What follows belongs to an exercise in optimizing a design on an open flow for a short achievable clock period, few clock cycles per item and low power; a production flow would make more cautious choices. RTL that was checked went through simulation tests only; none was proved equivalent to the original. No functional check of the RTL was part of run 2.

## flow/design.v (module list and top-level ports; edited modules follow where they fit)
// module PID_controller: 1579 lines
// module pid_fa: 4 lines
// module pid_ha: 4 lines
module PID_controller #(
    parameter W = 16,
    parameter signed MAX_VAL = 32767,
    parameter signed MIN_VAL = -32768
)(
    input logic clk,
    input logic reset_n,
    input  logic signed [W-1:0] s_axi_tdata,
    input  logic s_axi_tvalid,
    output logic s_axi_tready,
    input  logic signed [W-1:0] Kp, Ki, Kd,
    input  logic signed [W-1:0] setpoint,
    output logic [W-1:0] m_axi_tdata,
    output logic m_axi_tvalid,
    input  logic m_axi_tready
);
  // ...
==> flow/run.sh <==
#!/bin/bash
# synth_recipe.tcl (not shown) runs the flow's synth.tcl, then flattens the netlist and writes it again
# the make line also repeats each setting of config.mk as NAME=value (left out here)
make -C /OpenROAD-flow-scripts/flow DESIGN_CONFIG=/design/flow/config.mk WORK_HOME=/design/flow/orfs CLKGATE_MAP_FILE= SYNTH_SCRIPT=/design/flow/synth_recipe.tcl finish
==> flow/config.mk <==
export PLATFORM = sky130hd
export DESIGN_NAME = PID_controller
export DESIGN_NICKNAME = PID_controller
export VERILOG_FILES = /design/flow/design.v
export SDC_FILE = /design/flow/constraint.sdc
export NUM_CORES = 4
export LEC_CHECK = 0
export CAP_MARGIN = 20
export CORE_MARGIN = 2
export CORE_UTILIZATION = 55
export CTS_CLUSTER_DIAMETER = 70
export CTS_CLUSTER_SIZE = 25
export PLACE_DENSITY = 0.75
export SETUP_SLACK_MARGIN = 3.7
export SLEW_MARGIN = 20
export SYNTH_HIERARCHICAL = 1
export SYNTH_MINIMUM_KEEP_SIZE = 0
==> flow/constraint.sdc <==
create_clock -name core_clock -period 7.5 [get_ports {clk}]
set_input_delay 1.5000 -clock core_clock [delete_from_list [all_inputs] [get_ports {clk}]]
set_output_delay 1.5000 -clock core_clock [all_outputs]
set_load 0.01 [all_outputs]
==> metrics.md, run 1 <==
| Metric | Value |
|---|---|
| Synth Flop Type | `edfxtp_1` |
| Total Routed Length | `between 90000 and 100000 um` |
| Most frequent cells in the layout | `xnor2_1 (512), fa_1 (428), a22oi_1 (384)` |
| Row count | `98` |
| Cell area after synthesis | `0.0395 mm2` |
| Met3 Wirelength | `approximately 8700 um` |
| Overall fraction of global-route tracks in use | `0.261` |
| Most common cell in the synthesized netlist | `xnor2_1` |
| Non-filler cells, final | `4332` |
| Worst r2r path cells | `13` |
| Seq_cells | `492` |
| Clk root buf | `clkbuf_16` |
| Vias in the first global route | `27113` |
| Comb_multi_in | `2477` |
| Commonest non-fill, non-tap cell in the layout | `xnor2_1` |
| Fraction of area in multi-input gates | `0.569` |
| Crit-path slowest cell | `fa_1` |
| Setup crit end kind | `flop` |
| Port Buffers | `101` |
| Met2 wire len | `44800 um` |
| Placed cell count | `~4200` |
| Seq area share | `0.319` |
| Tmin final | `3.81 ns` |
| Min-delay src | `dC[0]` |
| Crit path kind | `flop to flop` |
| Outcome | `complete, no violations` |
| Fraction of cell area in non-clock buffers | `0.0388` |
| Top class by area | `multi-input combinational cells` |
| Maximum clock path buffer count | `3` |
| Dpl cell area | `0.0412 mm2` |
| Top layer in use | `met5` |
| Mean area per synthesized cell | `11.7 um2` |
| MaxCap Viol Count | `0` |
Testbench counts, summed over its fixed seeds: cycles 2,432, items 2,400.
==> run 2, diff against run 1 <==
--- a/flow/design.v
+++ b/flow/design.v
@@ -250,24 +250,24 @@
   wire fs193, fc194;
   pid_fa u_fs193 (.a(ppp72), .b(ppp90), .c(ppp108), .s(fs193), .co(fc194));
   wire hs195, hc196;
   pid_ha u_hs195 (.a(ppp126), .b(ppp144), .s(hs195), .co(hc196));
   wire fs197, fc198;
   pid_fa u_fs197 (.a(pppn20), .b(ppp37), .c(ppp55), .s(fs197), .co(fc198));
   wire fs199, fc200;
   pid_fa u_fs199 (.a(ppp73), .b(ppp91), .c(ppp109), .s(fs199), .co(fc200));
-  wire fs201, fc202;
-  pid_fa u_fs201 (.a(ppp127), .b(ppp145), .c(1'b1), .s(fs201), .co(fc202));
+  wire fs201 = ~(ppp127 ^ ppp145);
+  wire fc202 = ppp127 | ppp145;
   wire fs203, fc204;
   pid_fa u_fs203 (.a(ppp38), .b(ppp56), .c(ppp74), .s(fs203), .co(fc204));
   wire fs205, fc206;
   pid_fa u_fs205 (.a(ppp92), .b(ppp110), .c(ppp128), .s(fs205), .co(fc206));
-  wire hs207, hc208;
-  pid_ha u_hs207 (.a(ppp146), .b(1'b1), .s(hs207), .co(hc208));
+  wire hs207 = ~ppp146;
+  wire hc208 = ppp146;
   wire fs209, fc210;
   pid_fa u_fs209 (.a(pppn40), .b(ppp57), .c(ppp75), .s(fs209), .co(fc210));
   wire fs211, fc212;
   pid_fa u_fs211 (.a(ppp93), .b(ppp111), .c(ppp129), .s(fs211), .co(fc212));
   wire fs213, fc214;
   pid_fa u_fs213 (.a(ppp58), .b(ppp76), .c(ppp94), .s(fs213), .co(fc214));
   wire hs215, hc216;
   pid_ha u_hs215 (.a(ppp112), .b(ppp130), .s(hs215), .co(hc216));
@@ -328,34 +328,34 @@
   wire fs271, fc272;
   pid_fa u_fs271 (.a(fs203), .b(fs205), .c(hs207), .s(fs271), .co(fc272));
   wire fs273, fc274;
   pid_fa u_fs273 (.a(fc204), .b(fc206), .c(hc208), .s(fs273), .co(fc274));
   wire fs275, fc276;
   pid_fa u_fs275 (.a(fs209), .b(fs211), .c(ppp147), .s(fs275), .co(fc276));
   wire fs277, fc278;
   pid_fa u_fs277 (.a(fc210), .b(fc212), .c(fs213), .s(fs277), .co(fc278));
-  wire fs279, fc280;
-  pid_fa u_fs279 (.a(hs215), .b(ppp148), .c(1'b1), .s(fs279), .co(fc280));
+  wire fs279 = ~(hs215 ^ ppp148);
+  wire fc280 = hs215 | ppp148;
   wire fs281, fc282;
   pid_fa u_fs281 (.a(fc214), .b(hc216), .c(fs217), .s(fs281), .co(fc282));
   wire fs283, fc284;
   pid_fa u_fs283 (.a(ppp113), .b(ppp131), .c(ppp149), .s(fs283), .co(fc284));
   wire fs285, fc286;
   pid_fa u_fs285 (.a(fc218), .b(hs219), .c(ppp114), .s(fs285), .co(fc286));
-  wire fs287, fc288;
-  pid_fa u_fs287 (.a(ppp132), .b(ppp150), .c(1'b1), .s(fs287), .co(fc288));
+  wire fs287 = ~(ppp132 ^ ppp150);
+  wire fc288 = ppp132 | ppp150;
   wire fs289, fc290;
   pid_fa u_fs289 (.a(hc220), .b(pppn80), .c(ppp97), .s(fs289), .co(fc290));
   wire fs291, fc292;
   pid_fa u_fs291 (.a(ppp115), .b(ppp133), .c(ppp151), .s(fs291), .co(fc292));
   wire fs293, fc294;
   pid_fa u_fs293 (.a(ppp98), .b(ppp116), .c(ppp134), .s(fs293), .co(fc294));
-  wire hs295, hc296;
-  pid_ha u_hs295 (.a(ppp152), .b(1'b1), .s(hs295), .co(hc296));
+  wire hs295 = ~ppp152;
+  wire hc296 = ppp152;
   wire fs297, fc298;
   pid_fa u_fs297 (.a(pppn100), .b(ppp117), .c(ppp135), .s(fs297), .co(fc298));
   wire hs299, hc300;
   pid_ha u_hs299 (.a(ppp118), .b(ppp136), .s(hs299), .co(hc300));
   wire hs301, hc302;
   pid_ha u_hs301 (.a(ppp5), .b(ppp23), .s(hs301), .co(hc302));
   wire hs303, hc304;
   pid_ha u_hs303 (.a(ppp6), .b(ppp24), .s(hs303), .co(hc304));
@@ -452,26 +452,26 @@
   wire fs395, fc396;
   pid_fa u_fs395 (.a(fc338), .b(fs339), .c(fs287), .s(fs395), .co(fc396));
   wire fs397, fc398;
   pid_fa u_fs397 (.a(fc340), .b(fs341), .c(fs291), .s(fs397), .co(fc398));
   wire fs399, fc400;
   pid_fa u_fs399 (.a(fc342), .b(fs343), .c(hs295), .s(fs399), .co(fc400));
   wire fs401, fc402;
   pid_fa u_fs401 (.a(fc344), .b(fs345), .c(ppp153), .s(fs401), .co(fc402));
-  wire fs403, fc404;
-  pid_fa u_fs403 (.a(fc346), .b(fs347), .c(1'b1), .s(fs403), .co(fc404));
+  wire fs403 = ~(fc346 ^ fs347);
+  wire fc404 = fc346 | fs347;
   wire fs405, fc406;
   pid_fa u_fs405 (.a(fc348), .b(fs349), .c(ppp155), .s(fs405), .co(fc406));
-  wire fs407, fc408;
-  pid_fa u_fs407 (.a(fc350), .b(hs351), .c(1'b1), .s(fs407), .co(fc408));
+  wire fs407 = ~(fc350 ^ hs351);
+  wire fc408 = fc350 | hs351;
   wire fs409, fc410;
   pid_fa u_fs409 (.a(hc352), .b(pppn140), .c(ppp157), .s(fs409), .co(fc410));
-  wire hs411, hc412;
-  pid_ha u_hs411 (.a(ppp158), .b(1'b1), .s(hs411), .co(hc412));
+  wire hs411 = ~ppp158;
+  wire hc412 = ppp158;
   wire ipp413 = (ki_one[0] & e1[0]) ^ ki_neg[0];
   wire ipp414 = ((ki_one[0] & e1[1]) | (ki_two[0] & e1[0])) ^ ki_neg[0];
   wire ipp415 = ((ki_one[0] & e1[2]) | (ki_two[0] & e1[1])) ^ ki_neg[0];
   wire ipp416 = ((ki_one[0] & e1[3]) | (ki_two[0] & e1[2])) ^ ki_neg[0];
   wire ipp417 = ((ki_one[0] & e1[4]) | (ki_two[0] & e1[3])) ^ ki_neg[0];
   wire ipp418 = ((ki_one[0] & e1[5]) | (ki_two[0] & e1[4])) ^ ki_neg[0];
   wire ipp419 = ((ki_one[0] & e1[6]) | (ki_two[0] & e1[5])) ^ ki_neg[0];
   wire ipp420 = ((ki_one[0] & e1[7]) | (ki_two[0] & e1[6])) ^ ki_neg[0];
@@ -662,24 +662,24 @@
   wire fs605, fc606;
   pid_fa u_fs605 (.a(ipp484), .b(ipp502), .c(ipp520), .s(fs605), .co(fc606));
   wire hs607, hc608;
   pid_ha u_hs607 (.a(ipp538), .b(ipp556), .s(hs607), .co(hc608));
   wire fs609, fc610;
   pid_fa u_fs609 (.a(ippn432), .b(ipp449), .c(ipp467), .s(fs609), .co(fc610));
   wire fs611, fc612;
   pid_fa u_fs611 (.a(ipp485), .b(ipp503), .c(ipp521), .s(fs611), .co(fc612));
-  wire fs613, fc614;
-  pid_fa u_fs613 (.a(ipp539), .b(ipp557), .c(1'b1), .s(fs613), .co(fc614));
+  wire fs613 = ~(ipp539 ^ ipp557);
+  wire fc614 = ipp539 | ipp557;
   wire fs615, fc616;
   pid_fa u_fs615 (.a(ipp450), .b(ipp468), .c(ipp486), .s(fs615), .co(fc616));
   wire fs617, fc618;
   pid_fa u_fs617 (.a(ipp504), .b(ipp522), .c(ipp540), .s(fs617), .co(fc618));
-  wire hs619, hc620;
-  pid_ha u_hs619 (.a(ipp558), .b(1'b1), .s(hs619), .co(hc620));
+  wire hs619 = ~ipp558;
+  wire hc620 = ipp558;
   wire fs621, fc622;
   pid_fa u_fs621 (.a(ippn452), .b(ipp469), .c(ipp487), .s(fs621), .co(fc622));
   wire fs623, fc624;
   pid_fa u_fs623 (.a(ipp505), .b(ipp523), .c(ipp541), .s(fs623), .co(fc624));
   wire fs625, fc626;
   pid_fa u_fs625 (.a(ipp470), .b(ipp488), .c(ipp506), .s(fs625), .co(fc626));
   wire hs627, hc628;
   pid_ha u_hs627 (.a(ipp524), .b(ipp542), .s(hs627), .co(hc628));
@@ -740,34 +740,34 @@
   wire fs683, fc684;
   pid_fa u_fs683 (.a(fs615), .b(fs617), .c(hs619), .s(fs683), .co(fc684));
   wire fs685, fc686;
   pid_fa u_fs685 (.a(fc616), .b(fc618), .c(hc620), .s(fs685), .co(fc686));
   wire fs687, fc688;
   pid_fa u_fs687 (.a(fs621), .b(fs623), .c(ipp559), .s(fs687), .co(fc688));
   wire fs689, fc690;
   pid_fa u_fs689 (.a(fc622), .b(fc624), .c(fs625), .s(fs689), .co(fc690));
-  wire fs691, fc692;
-  pid_fa u_fs691 (.a(hs627), .b(ipp560), .c(1'b1), .s(fs691), .co(fc692));
+  wire fs691 = ~(hs627 ^ ipp560);
+  wire fc692 = hs627 | ipp560;
   wire fs693, fc694;
   pid_fa u_fs693 (.a(fc626), .b(hc628), .c(fs629), .s(fs693), .co(fc694));
   wire fs695, fc696;
   pid_fa u_fs695 (.a(ipp525), .b(ipp543), .c(ipp561), .s(fs695), .co(fc696));
   wire fs697, fc698;
   pid_fa u_fs697 (.a(fc630), .b(hs631), .c(ipp526), .s(fs697), .co(fc698));
-  wire fs699, fc700;
-  pid_fa u_fs699 (.a(ipp544), .b(ipp562), .c(1'b1), .s(fs699), .co(fc700));
+  wire fs699 = ~(ipp544 ^ ipp562);
+  wire fc700 = ipp544 | ipp562;
   wire fs701, fc702;
   pid_fa u_fs701 (.a(hc632), .b(ippn492), .c(ipp509), .s(fs701), .co(fc702));
   wire fs703, fc704;
   pid_fa u_fs703 (.a(ipp527), .b(ipp545), .c(ipp563), .s(fs703), .co(fc704));
   wire fs705, fc706;
   pid_fa u_fs705 (.a(ipp510), .b(ipp528), .c(ipp546), .s(fs705), .co(fc706));
-  wire hs707, hc708;
-  pid_ha u_hs707 (.a(ipp564), .b(1'b1), .s(hs707), .co(hc708));
+  wire hs707 = ~ipp564;
+  wire hc708 = ipp564;
   wire fs709, fc710;
   pid_fa u_fs709 (.a(ippn512), .b(ipp529), .c(ipp547), .s(fs709), .co(fc710));
   wire hs711, hc712;
   pid_ha u_hs711 (.a(ipp530), .b(ipp548), .s(hs711), .co(hc712));
   wire hs713, hc714;
   pid_ha u_hs713 (.a(ipp417), .b(ipp435), .s(hs713), .co(hc714));
   wire hs715, hc716;
   pid_ha u_hs715 (.a(ipp418), .b(ipp436), .s(hs715), .co(hc716));
@@ -864,26 +864,26 @@
   wire fs807, fc808;
   pid_fa u_fs807 (.a(fc750), .b(fs751), .c(fs699), .s(fs807), .co(fc808));
   wire fs809, fc810;
   pid_fa u_fs809 (.a(fc752), .b(fs753), .c(fs703), .s(fs809), .co(fc810));
   wire fs811, fc812;
   pid_fa u_fs811 (.a(fc754), .b(fs755), .c(hs707), .s(fs811), .co(fc812));
   wire fs813, fc814;
   pid_fa u_fs813 (.a(fc756), .b(fs757), .c(ipp565), .s(fs813), .co(fc814));
-  wire fs815, fc816;
-  pid_fa u_fs815 (.a(fc758), .b(fs759), .c(1'b1), .s(fs815), .co(fc816));
+  wire fs815 = ~(fc758 ^ fs759);
+  wire fc816 = fc758 | fs759;
   wire fs817, fc818;
   pid_fa u_fs817 (.a(fc760), .b(fs761), .c(ipp567), .s(fs817), .co(fc818));
-  wire fs819, fc820;
-  pid_fa u_fs819 (.a(fc762), .b(hs763), .c(1'b1), .s(fs819), .co(fc820));
+  wire fs819 = ~(fc762 ^ hs763);
+  wire fc820 = fc762 | hs763;
   wire fs821, fc822;
   pid_fa u_fs821 (.a(hc764), .b(ippn552), .c(ipp569), .s(fs821), .co(fc822));
-  wire hs823, hc824;
-  pid_ha u_hs823 (.a(ipp570), .b(1'b1), .s(hs823), .co(hc824));
+  wire hs823 = ~ipp570;
+  wire hc824 = ipp570;
   wire dpp825 = (kd_one[0] & df[0]) ^ kd_neg[0];
   wire dpp826 = ((kd_one[0] & df[1]) | (kd_two[0] & df[0])) ^ kd_neg[0];
   wire dpp827 = ((kd_one[0] & df[2]) | (kd_two[0] & df[1])) ^ kd_neg[0];
   wire dpp828 = ((kd_one[0] & df[3]) | (kd_two[0] & df[2])) ^ kd_neg[0];
   wire dpp829 = ((kd_one[0] & df[4]) | (kd_two[0] & df[3])) ^ kd_neg[0];
   wire dpp830 = ((kd_one[0] & df[5]) | (kd_two[0] & df[4])) ^ kd_neg[0];
   wire dpp831 = ((kd_one[0] & df[6]) | (kd_two[0] & df[5])) ^ kd_neg[0];
   wire dpp832 = ((kd_one[0] & df[7]) | (kd_two[0] & df[6])) ^ kd_neg[0];
@@ -1074,24 +1074,24 @@
   wire fs1017, fc1018;
   pid_fa u_fs1017 (.a(dpp896), .b(dpp914), .c(dpp932), .s(fs1017), .co(fc1018));
   wire hs1019, hc1020;
   pid_ha u_hs1019 (.a(dpp950), .b(dpp968), .s(hs1019), .co(hc1020));
   wire fs1021, fc1022;
   pid_fa u_fs1021 (.a(dppn844), .b(dpp861), .c(dpp879), .s(fs1021), .co(fc1022));
   wire fs1023, fc1024;
   pid_fa u_fs1023 (.a(dpp897), .b(dpp915), .c(dpp933), .s(fs1023), .co(fc1024));
-  wire fs1025, fc1026;
-  pid_fa u_fs1025 (.a(dpp951), .b(dpp969), .c(1'b1), .s(fs1025), .co(fc1026));
+  wire fs1025 = ~(dpp951 ^ dpp969);
+  wire fc1026 = dpp951 | dpp969;
   wire fs1027, fc1028;
   pid_fa u_fs1027 (.a(dpp862), .b(dpp880), .c(dpp898), .s(fs1027), .co(fc1028));
   wire fs1029, fc1030;
   pid_fa u_fs1029 (.a(dpp916), .b(dpp934), .c(dpp952), .s(fs1029), .co(fc1030));
-  wire hs1031, hc1032;
-  pid_ha u_hs1031 (.a(dpp970), .b(1'b1), .s(hs1031), .co(hc1032));
+  wire hs1031 = ~dpp970;
+  wire hc1032 = dpp970;
   wire fs1033, fc1034;
   pid_fa u_fs1033 (.a(dppn864), .b(dpp881), .c(dpp899), .s(fs1033), .co(fc1034));
   wire fs1035, fc1036;
   pid_fa u_fs1035 (.a(dpp917), .b(dpp935), .c(dpp953), .s(fs1035), .co(fc1036));
   wire fs1037, fc1038;
   pid_fa u_fs1037 (.a(dpp882), .b(dpp900), .c(dpp918), .s(fs1037), .co(fc1038));
   wire hs1039, hc1040;
   pid_ha u_hs1039 (.a(dpp936), .b(dpp954), .s(hs1039), .co(hc1040));
@@ -1152,34 +1152,34 @@
   wire fs1095, fc1096;
   pid_fa u_fs1095 (.a(fs1027), .b(fs1029), .c(hs1031), .s(fs1095), .co(fc1096));
   wire fs1097, fc1098;
   pid_fa u_fs1097 (.a(fc1028), .b(fc1030), .c(hc1032), .s(fs1097), .co(fc1098));
   wire fs1099, fc1100;
   pid_fa u_fs1099 (.a(fs1033), .b(fs1035), .c(dpp971), .s(fs1099), .co(fc1100));
   wire fs1101, fc1102;
   pid_fa u_fs1101 (.a(fc1034), .b(fc1036), .c(fs1037), .s(fs1101), .co(fc1102));
-  wire fs1103, fc1104;
-  pid_fa u_fs1103 (.a(hs1039), .b(dpp972), .c(1'b1), .s(fs1103), .co(fc1104));
+  wire fs1103 = ~(hs1039 ^ dpp972);
+  wire fc1104 = hs1039 | dpp972;
   wire fs1105, fc1106;
   pid_fa u_fs1105 (.a(fc1038), .b(hc1040), .c(fs1041), .s(fs1105), .co(fc1106));
   wire fs1107, fc1108;
   pid_fa u_fs1107 (.a(dpp937), .b(dpp955), .c(dpp973), .s(fs1107), .co(fc1108));
   wire fs1109, fc1110;
   pid_fa u_fs1109 (.a(fc1042), .b(hs1043), .c(dpp938), .s(fs1109), .co(fc1110));
-  wire fs1111, fc1112;
-  pid_fa u_fs1111 (.a(dpp956), .b(dpp974), .c(1'b1), .s(fs1111), .co(fc1112));
+  wire fs1111 = ~(dpp956 ^ dpp974);
+  wire fc1112 = dpp956 | dpp974;
   wire fs1113, fc1114;
   pid_fa u_fs1113 (.a(hc1044), .b(dppn904), .c(dpp921), .s(fs1113), .co(fc1114));
   wire fs1115, fc1116;
   pid_fa u_fs1115 (.a(dpp939), .b(dpp957), .c(dpp975), .s(fs1115), .co(fc1116));
   wire fs1117, fc1118;
   pid_fa u_fs1117 (.a(dpp922), .b(dpp940), .c(dpp958), .s(fs1117), .co(fc1118));
-  wire hs1119, hc1120;
-  pid_ha u_hs1119 (.a(dpp976), .b(1'b1), .s(hs1119), .co(hc1120));
+  wire hs1119 = ~dpp976;
+  wire hc1120 = dpp976;
   wire fs1121, fc1122;
   pid_fa u_fs1121 (.a(dppn924), .b(dpp941), .c(dpp959), .s(fs1121), .co(fc1122));
   wire hs1123, hc1124;
   pid_ha u_hs1123 (.a(dpp942), .b(dpp960), .s(hs1123), .co(hc1124));
   wire hs1125, hc1126;
   pid_ha u_hs1125 (.a(dpp829), .b(dpp847), .s(hs1125), .co(hc1126));
   wire hs1127, hc1128;
   pid_ha u_hs1127 (.a(dpp830), .b(dpp848), .s(hs1127), .co(hc1128));
@@ -1276,26 +1276,26 @@
   wire fs1219, fc1220;
   pid_fa u_fs1219 (.a(fc1162), .b(fs1163), .c(fs1111), .s(fs1219), .co(fc1220));
   wire fs1221, fc1222;
   pid_fa u_fs1221 (.a(fc1164), .b(fs1165), .c(fs1115), .s(fs1221), .co(fc1222));
   wire fs1223, fc1224;
   pid_fa u_fs1223 (.a(fc1166), .b(fs1167), .c(hs1119), .s(fs1223), .co(fc1224));
   wire fs1225, fc1226;
   pid_fa u_fs1225 (.a(fc1168), .b(fs1169), .c(dpp977), .s(fs1225), .co(fc1226));
-  wire fs1227, fc1228;
-  pid_fa u_fs1227 (.a(fc1170), .b(fs1171), .c(1'b1), .s(fs1227), .co(fc1228));
+  wire fs1227 = ~(fc1170 ^ fs1171);
+  wire fc1228 = fc1170 | fs1171;
   wire fs1229, fc1230;
   pid_fa u_fs1229 (.a(fc1172), .b(fs1173), .c(dpp979), .s(fs1229), .co(fc1230));
-  wire fs1231, fc1232;
-  pid_fa u_fs1231 (.a(fc1174), .b(hs1175), .c(1'b1), .s(fs1231), .co(fc1232));
+  wire fs1231 = ~(fc1174 ^ hs1175);
+  wire fc1232 = fc1174 | hs1175;
   wire fs1233, fc1234;
   pid_fa u_fs1233 (.a(hc1176), .b(dppn964), .c(dpp981), .s(fs1233), .co(fc1234));
-  wire hs1235, hc1236;
-  pid_ha u_hs1235 (.a(dpp982), .b(1'b1), .s(hs1235), .co(hc1236));
+  wire hs1235 = ~dpp982;
+  wire hc1236 = dpp982;
   assign pS_d = {1'b1, hc412, fc410, fc408, fc406, fc404, fc402, fc400, fc398, fc396, fc394, fc392, fc390, fc388, fc386, fc384, fc382, fc380, fc378, fc376, fc374, fc372, fc370, fc368, fc366, fc364, fc362, fc360, fc358, hc356, hc354, hs353, ppp2, ppp1};
   assign pC_d = {1'b0, pppn160, hs411, fs409, fs407, fs405, fs403, fs401, fs399, fs397, fs395, fs393, fs391, fs389, fs387, fs385, fs383, fs381, fs379, fs377, fs375, fs373, fs371, fs369, fs367, fs365, fs363, fs361, fs359, fs357, hs355, kp_neg[1], 1'b0, kp_neg[0]};
   assign iS_d = {1'b1, hc824, fc822, fc820, fc818, fc816, fc814, fc812, fc810, fc808, fc806, fc804, fc802, fc800, fc798, fc796, fc794, fc792, fc790, fc788, fc786, fc784, fc782, fc780, fc778, fc776, fc774, fc772, fc770, hc768, hc766, hs765, ipp414, ipp413};
   assign iC_d = {1'b0, ippn572, hs823, fs821, fs819, fs817, fs815, fs813, fs811, fs809, fs807, fs805, fs803, fs801, fs799, fs797, fs795, fs793, fs791, fs789, fs787, fs785, fs783, fs781, fs779, fs777, fs775, fs773, fs771, fs769, hs767, ki_neg[1], 1'b0, ki_neg[0]};
   assign dS_d = {1'b1, hc1236, fc1234, fc1232, fc1230, fc1228, fc1226, fc1224, fc1222, fc1220, fc1218, fc1216, fc1214, fc1212, fc1210, fc1208, fc1206, fc1204, fc1202, fc1200, fc1198, fc1196, fc1194, fc1192, fc1190, fc1188, fc1186, fc1184, fc1182, hc1180, hc1178, hs1177, dpp826, dpp825};
   assign dC_d = {1'b0, dppn984, hs1235, fs1233, fs1231, fs1229, fs1227, fs1225, fs1223, fs1221, fs1219, fs1217, fs1215, fs1213, fs1211, fs1209, fs1207, fs1205, fs1203, fs1201, fs1199, fs1197, fs1195, fs1193, fs1191, fs1189, fs1187, fs1185, fs1183, fs1181, hs1179, kd_neg[1], 1'b0, kd_neg[0]};
   always_ff @(posedge clk) begin
     if (adv) begin
==> flow/config.mk (replaced) <==
export PLATFORM = sky130hd
export DESIGN_NAME = PID_controller
export DESIGN_NICKNAME = PID_controller
export VERILOG_FILES = /design/flow/design.v
export SDC_FILE = /design/flow/constraint.sdc
export NUM_CORES = 4
export LEC_CHECK = 0
export CAP_MARGIN = 20
export CORE_MARGIN = 2
export CORE_UTILIZATION = 40
export CTS_CLUSTER_DIAMETER = 70
export CTS_CLUSTER_SIZE = 25
export SETUP_SLACK_MARGIN = 3.7
export SLEW_MARGIN = 20
export SYNTH_HIERARCHICAL = 1
export SYNTH_MINIMUM_KEEP_SIZE = 0
==> run 2 against run 1 <==
Net effect:
- hold slack lost 0.0096 ns
- global-route usage is 5.6 points lower
- final cell count grew 7.5%
- via count is 3.1% lower
- still clean
- synthesized cell count about the same
- maximum frequency decreased by 5.6%
- worst setup slack worse by 0.23 ns
- sequential cell count is 3 lower
- core utilization decreased by 16 points
==> metrics.md, run 2 <==
| Metric | Value |
|---|---|
| Crit path kind | `flop to flop` |
| Share of cells above drive strength 1 | `0.0908` |
| Cells after Synth | `3379` |
| Register area share after synthesis | `0.346` |
| Critical path cell sequence | `fa_1, ha_2, inv_2, fa_1, nor2_2, nand3_2, nor4b_4, nand3_1, or4_4, mux2i_4, nand3_4, buf_12, mux2_4` |
| Pin count of the biggest net entering global routing | `120` |
| Post-synth ARST share | `0.151` |
| Worst r2r dst | `acc[13]` |
| First drt pass iteration count | `5` |
| Initial antenna violation count | `0` |
| Overall fraction of global-route tracks in use | `0.205 (-0.0560)` |
| IO Count | `102` |
| Share of Yosys cell area claimed by the top area cell type | `0.262` |
| Vias | `25680` |
| FMAX | `0.248 GHz` |
| Clk latency of the worst-skew pair | `0.65 ns` |
| Crit-path slowest cell | `fa_1` |
| Post-Layout Inst Area | `roughly 0.044 mm2` |
| Global-route track usage on met1 | `0.288` |
| Number of synthesized flops with an enable pin | `~340` |
| Placed cell count | `4540 (+7.3%)` |
| Hold Fails Final Rpt | `0` |
| Clk root buf | `clkbuf_16` |
| Overflow after GRT | `0` |
| Most used cell, CP | `fa_1` |
| Cell accounting for the most synthesized area | `edfxtp_1` |
| Port Buffers | `101 (unchanged)` |
| Post-route DRC | `0` |
| Dpl cell area | `0.0413 mm2 (+0.25%)` |
| Vias in the first global route | `26758 (-1.3%)` |
| Setup violators final | `0` |
| Mean area per synthesized cell | `11.6 um2 (-0.49%)` |
| Crit Reg-Reg Startpoint | `pdx[17]` |
| Synth warn | `7` |
| Met2 Use GR | `0.328` |
| Synth top area cells | `edfxtp_1 (26%), fa_1 (21%), xnor2_1 (11%)` |
| Remaining antenna violation count after routing | `0` |
| Delay-heaviest family, CP | `simple AND/OR/NAND/NOR gates` |
| Die span in x | `~320 um` |
| CP max stage delay | `0.58 ns` |
| Unrepaired setup endpoints after global routing | `yes` |
| Min-delay src | `dC[0]` |
| HPWL after DPL | `73000 um` |
| Fin. max-slew vios | `0` |
| CTS tree | `built` |
| Maximum clock path buffer count | `3 (unchanged)` |
| DIE HEIGHT | `318 um` |
| CTS Buf Count | `43` |
| Initial core utilization | `0.401` |
| FF-to-FF setup slack | `3.46 ns` |
| Startpoint types | `flop` |
| Synth Flop Type | `edfxtp_1` |
| Most frequent cells in the layout | `xnor2_1 (487), fa_1 (409), a22oi_1 (384)` |
| Final Cycle Share | `0.538` |
| Met3 GRT Util | `0.0279` |
| Worst r2r path cells | `13 (unchanged)` |
| Measured slew at the worst slew-check pin | `0.956 ns` |
| CTS clk-pin slew, worst paths | `0.08 ns` |
| Area delta synth->final | `11.7%` |
| Relative slew slack | `0.363` |
| ANT cells | `0` |
| Routed len/inst | `roughly 22 um` |
| First-pass GRT wire length | `~160000 um` |
| Fin nets | `4077` |
| Row count | `115 (+17%)` |
| Critical Path AT | `4.55 ns` |
| Synth cell count leaders | `xnor2_1 (489), fa_1 (416), a22oi_1 (384), edfxtp_1 (343), ha_1 (242)` |
| Global routing's busiest layer | `met2` |
| Vias per std cell | `5.51` |
| Non-filler cells, final | `4657 (+7.5%)` |
| Outcome | `complete, no violations` |
| First DRT Iteration DRCs | `2163` |
| Worst Hold Depth | `0` |
| Setup crit end kind | `flop` |
| CP Max Fanout | `7` |
| Total core area | `0.0980 mm2` |
| Commonest non-fill, non-tap cell in the layout | `xnor2_1` |
| Most common cell in the synthesized netlist | `xnor2_1` |
| CTS Hold Bufs | `0` |
| Post-synth cell types | `82` |
| Die area | `0.101 mm2` |
| Hold WS | `0.438 ns` |
| CTS Sinks | `489` |
| Total Routed Length | `104000 um (+8.2%)` |
| Sum Neg Setup Slack | `0 ns` |
| Fin Clk Skew | `0.0410 ns` |
| Hold Path Sink | `pdy[0]` |
| Final Wtd Congestion | `around 0.86` |
| Tmin final | `4.04 ns (+0.227 ns)` |
| Buf+Inv Stages, Crit Path | `2` |
| Worst Hold Class | `flop to flop` |
| WP data required | `8.02 ns` |
| Cell area after synthesis | `0.0393 mm2 (-0.47%)` |
| Yosys reg bits | `around 490` |
| MaxCap Viol Count | `0 (unchanged)` |
| CTS H-tree depth | `2` |
==> run 2: changes by cell type after synthesis, sizes merged, moves of 9 or more <==
cell | before | now
nand2 | 164 | 155
nor3 | 25 | 12
xor2 | 79 | 105
inv | 170 | 225
xnor2 | 512 | 490
nor2 | 61 | 52
fa | 431 | 416
o21ai | 165 | 156
a21o | 34 | 48
==> run 2: worst max-delay path by stage <==
| stage | end | slack, ns | cells past startpoint | startpoint |
|---|---|---|---|---|
| 6_report | acc[13] | 3.46 | 13 | pdx[17] |
| 5_1_grt | acc[13] | 3.35 | 13 | pdx[17] |
| 4_1_cts | acc[13] | 3.55 | 13 | pdy[17] |
| 3_5_place_dp | acc[15] | 2.91 | 13 | acc[17] |
| 3_3_place_gp | acc[15] | 2.95 | 13 | acc[17] |
| 2_1_floorplan | m_axi_tdata[15] | 3.80 | 12 | acc[3] |
==> run 2: Yosys stat by module, one instance, submodules excluded <==
module          flip-flops and latches  area, um2  cells inside
pid_ha                               0       12.5             1
pid_fa                               0       20.0             1
PID_controller                     489      30700          2925
==> run 2: what timing repair did <==
item,4_1_cts,5_1_grt
gates cloned,6,1
pin swaps,16,29
buffers inserted,17,13
resized for setup,71,104
endpoints found under the setup margin,95,110
==> run 2: kinds of logic (layout without fill, tap and decap cells) <==
kind of cell / count (synthesis) / in the layout / synth area share
AO/OA/AOI/OAI: 751 / 751 / 0.131
adder cells (fa/ha/maj): 658 / 658 / 0.289
XOR/XNOR: 595 / 595 / 0.133
buffers and inverters: 492 / 479 / 0.0474
flip-flops: 489 / 489 / 0.346
AND/OR/NAND/NOR: 367 / 370 / 0.0458
multiplexers: 26 / 26 / 0.00795
other: 1 / 2 / 0.0000953
==> run 2: area by class of cell <==
type,count,area (um2)
clock buffer,45,1100
clock inverter,35,543
fill,8972,54000
inverter,226,857
multi-input combinational,2402,24400
sequential,489,13700
tap,1287,1610
timing repair buffer,173,1760
==> run 2: metal layers <==
metal | vias up | share of wire
met1 | 12961 | 0.45
li1 | 11606 | -
met2 | 958 | 0.46
met3 | 155 | 0.060
met5 | - | 0
met4 | 0 | 0.031
==> run 2: through the flow <==
| step | util | setup slack, ns |
|---|---|---|
| 4_1_cts | 0.443 | 3.55 |
| 2_1_floorplan | - | 3.80 |
| 5_1_grt | 0.448 | 3.35 |
| 3_5_place_dp | 0.421 | 2.91 |
| 3_3_place_gp | 0.421 | 2.95 |
| 6_report | 0.448 | 3.46 |

[port drivers added, routing unchanged]
No port has a modelled driver above. Below, the same layouts with a new extraction and two added sets of constraints. Step 1 (the two cells are an assumption about what drives the block):
set clk [get_ports {clk}]
set_driving_cell -lib_cell sky130_fd_sc_hd__clkbuf_16 $clk
set_driving_cell -lib_cell sky130_fd_sc_hd__buf_2 [delete_from_list [all_inputs] $clk]
Step 2 moves the port delays by t, midway between the first and last clock arrival at a register: inputs arrive t later, outputs are due t later. That takes back most of the time a late clock gives input paths. a / b / c = no drivers / after step 1 / after step 2; a / b = the first two.
run | t (ns) | setup slack, ns | hold WS [ns] | slew at the worst register clock pin (ns)
run 1 | 0.639 | 3.690 / 3.690 / 3.182 | 0.448 / 0.448 / 0.448 | 0.09 / 0.09
run 2 | 0.699 | 3.463 / 3.463 / 3.286 | 0.438 / 0.438 / 0.438 | 0.10 / 0.10
After both steps setup and hold are still met in every run listed. For run 1, which loses most, drivers alone change the setup slack by 0.000 ns; drivers and shift together by -0.508 ns.
